This design comes from an exercise in tuning for small area on the open sky130 flow, not from production work. Only simulation tests tie the RTL to the original design; equivalence was not proved.

`design/flow/config.mk`:
```
export PLATFORM = sky130hd
export DESIGN_NAME = spacybird_top
export DESIGN_NICKNAME = spacybird_top
export VERILOG_FILES = /design/flow/design.v
export SDC_FILE = /design/flow/constraint.sdc
export NUM_CORES = 4
export LEC_CHECK = 0
export CAP_MARGIN = 20
export CORE_MARGIN = 2
export CORE_UTILIZATION = 40
export SLEW_MARGIN = 20
```
`design/flow/constraint.sdc`:
```
create_clock -name core_clock -period 20.0 [get_ports {iClk}]
set_input_delay 4.0000 -clock core_clock [delete_from_list [all_inputs] [get_ports {iClk}]]
set_output_delay 4.0000 -clock core_clock [all_outputs]
set_load 0.01 [all_outputs]
```
`design/flow/design.v`:
```
`timescale 1ns / 1ps
module spacybird_top(
    input wire iClk,
    input wire iRst,
    input wire iBtnUP,
    input wire iBtnDOWN,
    input wire iBtnENTER,
    input wire iSwCollision,
    output wire oHS,
    output wire oVS,
    output wire[3:0] oRed,
    output wire[3:0] oGreen,
    output wire[3:0] oBlue
);
    reg[9:0] rH, rV;
    wire wHEnd = rH[9] & rH[8] & (&rH[4:0]);    
    wire wVEnd = rV[9] & rV[3] & rV[2];         
    always @(posedge iClk) begin
        if(iRst) begin
            rH <= 10'd0;
            rV <= 10'd0;
        end
        else begin
            rH <= wHEnd ? 10'd0 : rH + 10'd1;
            if(wHEnd)
                rV <= wVEnd ? 10'd0 : rV + 10'd1;
        end
    end
    assign oHS = ~(rH >= 10'd656 && rH < 10'd752);
    assign oVS = ~(rV >= 10'd490 && rV < 10'd492);
    wire wActive = (rH >= 10'd40) && (rH < 10'd600) && (rV < 10'd480);
    reg rBtnS, rBtnD;
    always @(posedge iClk) begin
        if(iRst) begin
            rBtnS <= 1'b0;
            rBtnD <= 1'b0;
        end
        else begin
            rBtnS <= iBtnENTER;
            rBtnD <= rBtnS;
        end
    end
    wire wPress = rBtnS & ~rBtnD;
    reg[15:0] rLFSR;
    always @(posedge iClk) begin
        if(iRst)
            rLFSR <= 16'hFFFF;
        else
            rLFSR <= {rLFSR[14:0], rLFSR[15]^rLFSR[14]^rLFSR[12]^rLFSR[3]};
    end
    reg[1:0] rGame;
    wire gInit = rGame == 2'd0;
    wire gPaused = rGame == 2'd1;
    wire gRun = rGame == 2'd2;
    wire gOver = rGame == 2'd3;
    reg[1:0] rBird;
    wire bInit = rBird == 2'd0;
    wire bPaused = rBird == 2'd1;
    wire bMove = rBird == 2'd2;
    wire bDead = rBird == 2'd3;
    reg[1:0] rPipe;
    wire pInit = rPipe == 2'd0;
    wire pMove = rPipe == 2'd2;
    wire pLoad = rPipe == 2'd3;
    wire wHit;
    wire wBirdDead = (bMove & wHit) | bDead;
    wire wBirdWait = gPaused & ~wPress;
    wire wPipeWait = ((gPaused | gOver) & ~wPress) | (gRun & wBirdDead);
    wire wGone;
    always @(posedge iClk) begin
        if(iRst)
            rGame <= 2'd0;
        else
            case(rGame)
                2'd0: rGame <= 2'd1;
                2'd1: rGame <= wPress ? 2'd2 : 2'd1;
                2'd2: rGame <= wBirdDead ? 2'd3 : (wPress ? 2'd1 : 2'd2);
                2'd3: rGame <= wPress ? 2'd0 : 2'd3;
            endcase
    end
    always @(posedge iClk) begin
        if(gInit)
            rBird <= 2'd0;
        else
            case(rBird)
                2'd0: rBird <= 2'd1;
                2'd1: rBird <= wBirdWait ? 2'd1 : 2'd2;
                2'd2: rBird <= wHit ? 2'd3 : (wBirdWait ? 2'd1 : 2'd2);
                2'd3: rBird <= 2'd3;
            endcase
    end
    always @(posedge iClk) begin
        if(gInit)
            rPipe <= 2'd0;
        else if(pInit)
            rPipe <= 2'd1;
        else if(wPipeWait)
            rPipe <= 2'd1;
        else if(pLoad)
            rPipe <= 2'd2;
        else
            rPipe <= wGone ? 2'd3 : 2'd2;
    end
    wire wBirdMove = bMove & ~wHit & ~wBirdWait;
    wire wPipeMove = pMove & ~wPipeWait & ~wGone;
    wire wLoad = pLoad & ~wPipeWait;
    reg[6:0] rM, rQ;
    reg[4:0] rR;
    wire wPipeTick = rR == 5'd31;
    wire wPipeFull = rQ >= rM;
    always @(posedge iClk) begin
        if(gInit)
            rM <= 7'd80;
        else if(wLoad)
            rM <= (rM <= 7'd10) ? 7'd10 : rM - 7'd1;
    end
    always @(posedge iClk) begin
        if(gInit) begin
            rQ <= 7'd0;
            rR <= 5'd0;
        end
        else if(wPipeMove) begin
            if(wPipeFull) begin
                rQ <= 7'd0;
                rR <= 5'd31;
            end
            else if(wPipeTick) begin
                rR <= 5'd1;
            end
            else if(rR == 5'd24) begin
                rQ <= rQ + 7'd1;
                rR <= 5'd0;
            end
            else
                rR <= rR + 5'd1;
        end
        else if(wPipeTick)
            rR <= 5'd0;
    end
    reg[7:0] rPos;
    assign wGone = rPos == 8'd0;
    always @(posedge iClk) begin
        if(gInit)
            rPos <= 8'd0;
        else if(wLoad)
            rPos <= 8'd150;
        else if(wPipeTick)
            rPos <= rPos - 8'd1;
    end
    reg[7:0] rW0, rW1, rW2, rW3;
    reg[3:0] rWV;
    always @(posedge iClk) begin
        if(gInit)
            rWV <= 4'd0;
        else if(wLoad)
            rWV <= {1'b1, rWV[3:1]};
    end
    always @(posedge iClk) begin
        if(wLoad) begin
            rW3 <= rLFSR[7:0];
            rW2 <= rW3;
            rW1 <= rW2;
            rW0 <= rW1;
        end
    end
    reg[3:0] rS1, rS10;
    always @(posedge iClk) begin
        if(gInit) begin
            rS1 <= 4'd0;
            rS10 <= 4'd0;
        end
        else if(wLoad & rWV[1]) begin
            if(rS1 == 4'd9) begin
                if(rS10 != 4'd9) begin
                    rS1 <= 4'd0;
                    rS10 <= rS10 + 4'd1;
                end
            end
            else
                rS1 <= rS1 + 4'd1;
        end
    end
    reg[7:0] rBC;
    wire wBirdTick = rBC == 8'd251;
    always @(posedge iClk) begin
        if(gInit)
            rBC <= 8'd0;
        else if(wBirdMove)
            rBC <= wBirdTick ? 8'd1 : rBC + 8'd1;
        else if(wBirdTick)
            rBC <= 8'd0;
    end
    reg[9:0] rBirdPos;
    always @(posedge iClk) begin
        if(gInit)
            rBirdPos <= 10'd220;
        else if(wBirdTick) begin
            if(iBtnUP)
                rBirdPos <= rBirdPos - 10'd1;
            else if(iBtnDOWN)
                rBirdPos <= rBirdPos + 10'd1;
        end
    end
    wire[10:0] wBW = {1'b0, rBirdPos} - {3'b0, rW1};
    wire wInGap = (wBW > 11'd40) && (wBW < 11'd124);
    wire wAtPipe = rWV[1] && (rPos >= 8'd1) && (rPos <= 8'd57);
    wire wEdge = (rBirdPos == 10'd0) || (rBirdPos >= 10'd419);
    assign wHit = iSwCollision & (wAtPipe ? ~wInGap : wEdge);
    localparam [63:0] SPR_DRAW = 64'h3C7EFFFFFFFF7E1C;
    localparam [63:0] SPR_RED  = 64'h3C7EFFFF9F9F7E1C;
    localparam [63:0] SPR_GF   = 64'h3C7E0F0F9F9F7E1C;
    localparam [63:0] SPR_GH   = 64'h0000F0F000000000;
    localparam [63:0] SPR_BL   = 64'h0000000080806000;
    wire[10:0] wBY = {1'b0, rV} - {1'b0, rBirdPos};
    wire[3:0] wBX = rH[3:0] + 4'd1;
    wire[5:0] wSprIdx = {wBY[3:1], wBX[3:1]};
    wire wBirdArea = (rH >= 10'd191) && (rH < 10'd207) && (wBY < 11'd16);
    wire wBirdDraw = wBirdArea & SPR_DRAW[wSprIdx];
    wire[6:0] wHB = rH[9:3];
    wire[6:0] wVB = rV[9:3];
    wire wTens = (wHB >= 7'd35) && (wHB <= 7'd39);
    wire wOnes = (wHB >= 7'd41) && (wHB <= 7'd45);
    wire wColL = (wHB == 7'd35) || (wHB == 7'd41);
    wire wColR = (wHB == 7'd39) || (wHB == 7'd45);
    wire wColM = (wTens | wOnes) & ~wColL & ~wColR;
    wire wRowA = wVB == 7'd5;
    wire wRowU = (wVB >= 7'd6) && (wVB <= 7'd8);
    wire wRowG = wVB == 7'd9;
    wire wRowL = (wVB >= 7'd10) && (wVB <= 7'd12);
    wire wRowD = wVB == 7'd13;
    wire[3:0] wDigit = wTens ? rS10 : rS1;
    reg[6:0] rSeg;
    always @(*) begin
        case(wDigit)
            4'd0: rSeg = 7'b1111110;
            4'd1: rSeg = 7'b0110000;
            4'd2: rSeg = 7'b1101101;
            4'd3: rSeg = 7'b1111001;
            4'd4: rSeg = 7'b0110011;
            4'd5: rSeg = 7'b1011011;
            4'd6: rSeg = 7'b1011111;
            4'd7: rSeg = 7'b1110000;
            4'd8: rSeg = 7'b1111111;
            4'd9: rSeg = 7'b1111011;
            default: rSeg = 7'b0000000;
        endcase
    end
    wire wDigitDraw = (wTens | wOnes) & (
        (rSeg[6] & wColM & wRowA) | (rSeg[5] & wColR & wRowU) |
        (rSeg[4] & wColR & wRowL) | (rSeg[3] & wColM & wRowD) |
        (rSeg[2] & wColL & wRowL) | (rSeg[1] & wColL & wRowU) |
        (rSeg[0] & wColM & wRowG));
    wire wGround = rV >= 10'd435;
    wire[9:0] wPX = rH - {2'b0, rPos};
    wire wP0 = wPX < 10'd40;
    wire wP1 = (wPX >= 10'd150) && (wPX < 10'd190);
    wire wP2 = (wPX >= 10'd300) && (wPX < 10'd340);
    wire wP3 = (wPX >= 10'd450) && (wPX < 10'd490);
    wire[7:0] wWSel = wP0 ? rW0 : wP1 ? rW1 : wP2 ? rW2 : rW3;
    wire wVSel = wP0 ? rWV[0] : wP1 ? rWV[1] : wP2 ? rWV[2] : rWV[3];
    wire[9:0] wPY = rV - {2'b0, wWSel};
    wire wInWin = (wPY >= 10'd40) && (wPY < 10'd140);
    wire wPipeDraw = (wP0 | wP1 | wP2 | wP3) & wVSel & ~wInWin;
    reg[11:0] rColor;
    always @(*) begin
        if(!wActive)
            rColor = 12'h000;
        else if(wBirdDraw)
            rColor = {{4{SPR_RED[wSprIdx]}},
                      SPR_GH[wSprIdx] ? 4'h7 : {4{SPR_GF[wSprIdx]}},
                      {4{SPR_BL[wSprIdx]}}};
        else if(wDigitDraw)
            rColor = 12'hFFF;
        else if(wGround)
            rColor = 12'h630;
        else if(wPipeDraw)
            rColor = 12'h0B0;
        else
            rColor = 12'h0CF;
    end
    assign {oRed, oGreen, oBlue} = rColor;
endmodule
```
`design/flow/run.sh`:
```
#!/bin/bash
# synth_recipe.tcl (not shown) runs the flow's synth.tcl, then flattens the netlist and writes it again
# the make line also repeats each setting of config.mk as NAME=value (left out here)
make -C /OpenROAD-flow-scripts/flow DESIGN_CONFIG=/design/flow/config.mk WORK_HOME=/design/flow/orfs CLKGATE_MAP_FILE= SYNTH_SCRIPT=/design/flow/synth_recipe.tcl finish
```
==> results_dict.tcl <==
set metrics [dict create \
    yosysMostFrequentCell "dfxtp_1" \
    antenna_found_initial 0 \
    syn_avg_cell_area_um2 8.71 \
    grt_use_met1_pct 25.5 \
    power_density_nw_per_um2 75.9 \
    cts.clk_slew.worst_paths_ps 60 \
    synth_top_cell_area_share_pct 22.2 \
    maxCapViolCount 0 \
    slew_violations 0 \
    worstSkewPairLatency_ps 430 \
    max_freq_mhz 89.3 \
    drc 0 \
    synth_cells 1044 \
    vias 7554 \
    ant_nets 0 \
    start_util_pct 40.4 \
    hold_viol_final 0 \
    drtIter0Drc 464 \
    finalWeightedCongestion 0.940 \
    seq_area_frac_synth_pct 32.8 \
    crit_path_start_kind "flip-flop" \
    grt_pass1_wl_mm 35.7 \
    drive_above_1_share_pct 8.33 \
    vias_per_cell 5.63 \
    grt_usage_pct 18.3 \
    row_count 55 \
    power.total_uw 760 \
    top_usage_layer "met2" \
    synth_seq_cells 133 \
    cts_sinks 133 \
    grt-ovfl-total 0 \
    leakagePower_nw 3.87 \
    netlist-cell-type-count 95 \
    drt-total-wl_mm 21.6 \
    core_um2 22500 \
    fillers 2200 \
    stdcell_count 1341 \
    synth_top_cells_by_count "dfxtp_1, nor2_1, ha_1" \
    status "complete, no violations" \
    yosys.area.top_type "dfxtp_1" \
    port_buffers 19 \
    worstPathMaxFanout 16 \
    grt_setup_unrepaired "no" \
    cts-root-buf "clkbuf_16" \
    cts_resized 0 \
    hold_class "flip-flop to flip-flop" \
    dp.cells 1309 \
    ys.flop_type "dfxtp_1" \
    fin_skew_ps 12.4 \
    dp_hpwl_mm 15.6 \
    die_area_um2 24000 \
    cts.htree.levels 4 \
    fin_crit_sh_pct 56.0 \
    fp.dieW_um 155 \
    final.setup.tns_ps 0 \
    setup_viol 0 \
    whs_ps 408 \
    worstMarginPinSlew_ps 1040 \
    wl_per_cell_um 16.1 \
    ir_drop_v 0.0000504 \
    cts_made_buffers 17 \
    syn_nets 1128 \
    nNetsFinal 1127 \
    grt_max_degree 33 \
    cts.path.max_buffers 2 \
    met2_usage_pct 29.2 \
    cts_tree "yes" \
    cts_hold_buf 0 \
    post_cts_buffers 0 \
    syn_area_um2 9090 \
    postSynth.asyncResetShare_pct 0 \
    die_h_um 155 \
    grt_use_met3_pct 3.03 \
    diodes 0 \
    first_pass_iters 5 \
    synth_area_leaders "dfxtp_1, edfxtp_1, ha_1, nor2_1, a21oi_1" \
    cp.arrival_ps 7190 \
    syn2layout_area_growth_pct 10.2 \
    yosys_warnings 1 \
    required_ps 16000 \
    critPathCaptureType "output port" \
    crit_type "flip-flop to output port" \
    first_global_vias 7054 \
    pin_count 20 \
    worst_slew_margin_rel_pct 30.5 \
    synth-edff-count 32 \
    min_period_ps 11190 \
]
[power by group]
group	internal [mW]	total [mW]	switching [mW]
Sequential	0.285	0.294	0.00854
Clock	0.164	0.303	0.139
Combinational	0.0658	0.163	0.0976
[area by class of cell]
| cell class | count | area, um^2 | area share [%] |
|---|---|---|---|
| Multi-Input combinational cell | 802 | 5650 | 56.4 |
| Sequential cell | 133 | 2980 | 29.8 |
| Clock buffer | 17 | 425 | 4.24 |
| Tap cell | 285 | 357 | 3.56 |
| Inverter | 65 | 244 | 2.43 |
| Timing Repair Buffer | 24 | 228 | 2.27 |
| Clock inverter | 15 | 134 | 1.34 |
[per-layer routing]
layer / share of wire, % / routed length (um) / vias to the layer above
li1: - / - / 3853
met1: 50 / 10800 / 3562
met2: 45 / 9730 / 117
met3: 3.2 / 686 / 22
met4: 1.6 / 339 / 0
met5: 0 / 0 / -
[cells by family after synthesis]
logic type | synth area share, %
flops | 32.8
xor+xnor | 5.01
compound gates | 20.9
mux | 3.08
buf+inv | 5.06
fa+ha+maj | 11.3
simple gates | 21.9
[placed cells by master (no fill, tap or decap), drive strengths merged, types with 12 or more instances in the layout]
cell type      count
xor2              22
or2               19
nor3              23
nand4             16
inv               74
o211ai            15
nor2              90
or3               21
clkdlybuf4s50     19
xnor2             30
ha                73
nand2             60
edfxtp            32
clkbuf            17
nand3             37
a211oi            12
mux2i             19
a21o              13
and3              17
a21oi             65
nor2b             19
o21a              14
nand2b            18
dfxtp            101
o21ai             51
nor4              13
[path summary, 6_finish.rpt]
kind,startpoint,to,slack (ps),cells past startpoint
worst max-delay path,rH[3],oBlue[0],8810,21
worst min-delay path,rLFSR[10],rLFSR[11],410,1
worst max register to register,rBirdPos[0],rR[1],15770,12
worst min register to register,rLFSR[10],rLFSR[11],410,1
[worst max-delay path, cell delays in order (launching register included)]
cell,delay [ps]
dfxtp_1,610
ha_1,380
a21o_1,210
a2111oi_2,460
a21oi_1,180
xnor2_1,190
a21oi_1,190
nand3_1,490
o22ai_1,340
a31oi_1,70
ha_1,250
fa_1,390
nand2b_1,200
a21oi_1,230
o31a_1,190
nor4_1,50
a2111oi_0,430
a21oi_1,80
o32ai_1,430
o21ai_0,200
a211oi_1,540
clkdlybuf4s50_1,650
[state kept, by name, summed over array words and instances (netlist names)]
name	cells
rW0	8
rW1	8
rBtnD	1
rW3	8
rBC	8
rM	7
rGame	2
rWV	4
rS1	4
rPipe	2
rBirdPos	10
rV	10
rR	5
rPos	8
rBird	2
rLFSR	16
rQ	7
rW2	8
rBtnS	1
rS10	4
rH	10
[through the flow]
step | cell area [um^2] | setup WS, ps | utilization, %
finish | 10000 | 8810 | 44.5
global route | 10000 | 8250 | 44.5
CTS | 10000 | 8820 | 44.5
detailed placement | 9460 | 9300 | 42.1
global placement | 9460 | 9420 | 42.1
floorplan | 9090 | 10580 | -

-- what the ideal ports hide --
No port has a modelled driver above. Below, the same layout with a new extraction and two added sets of constraints. Step 1 sets driving cells, clkbuf_16 on the clock port and buf_2 on the other inputs (assumed; they add their load-dependent delay and slew). Step 2 also shifts input and output timing later by t, the mid clock arrival at the registers, as if the neighbouring blocks saw the same clock. a / b / c = ideal / step 1 / step 2; a / b = the first two.
t, ns: 0.469
setup WS [ns]: 8.807 / 8.759 / 9.228
clock arrival spread, ns: 0.014 / 0.013
After both steps this run still meets setup and hold. The setup slack of this run moves by -0.048 ns with the drivers and by +0.421 ns with both steps.
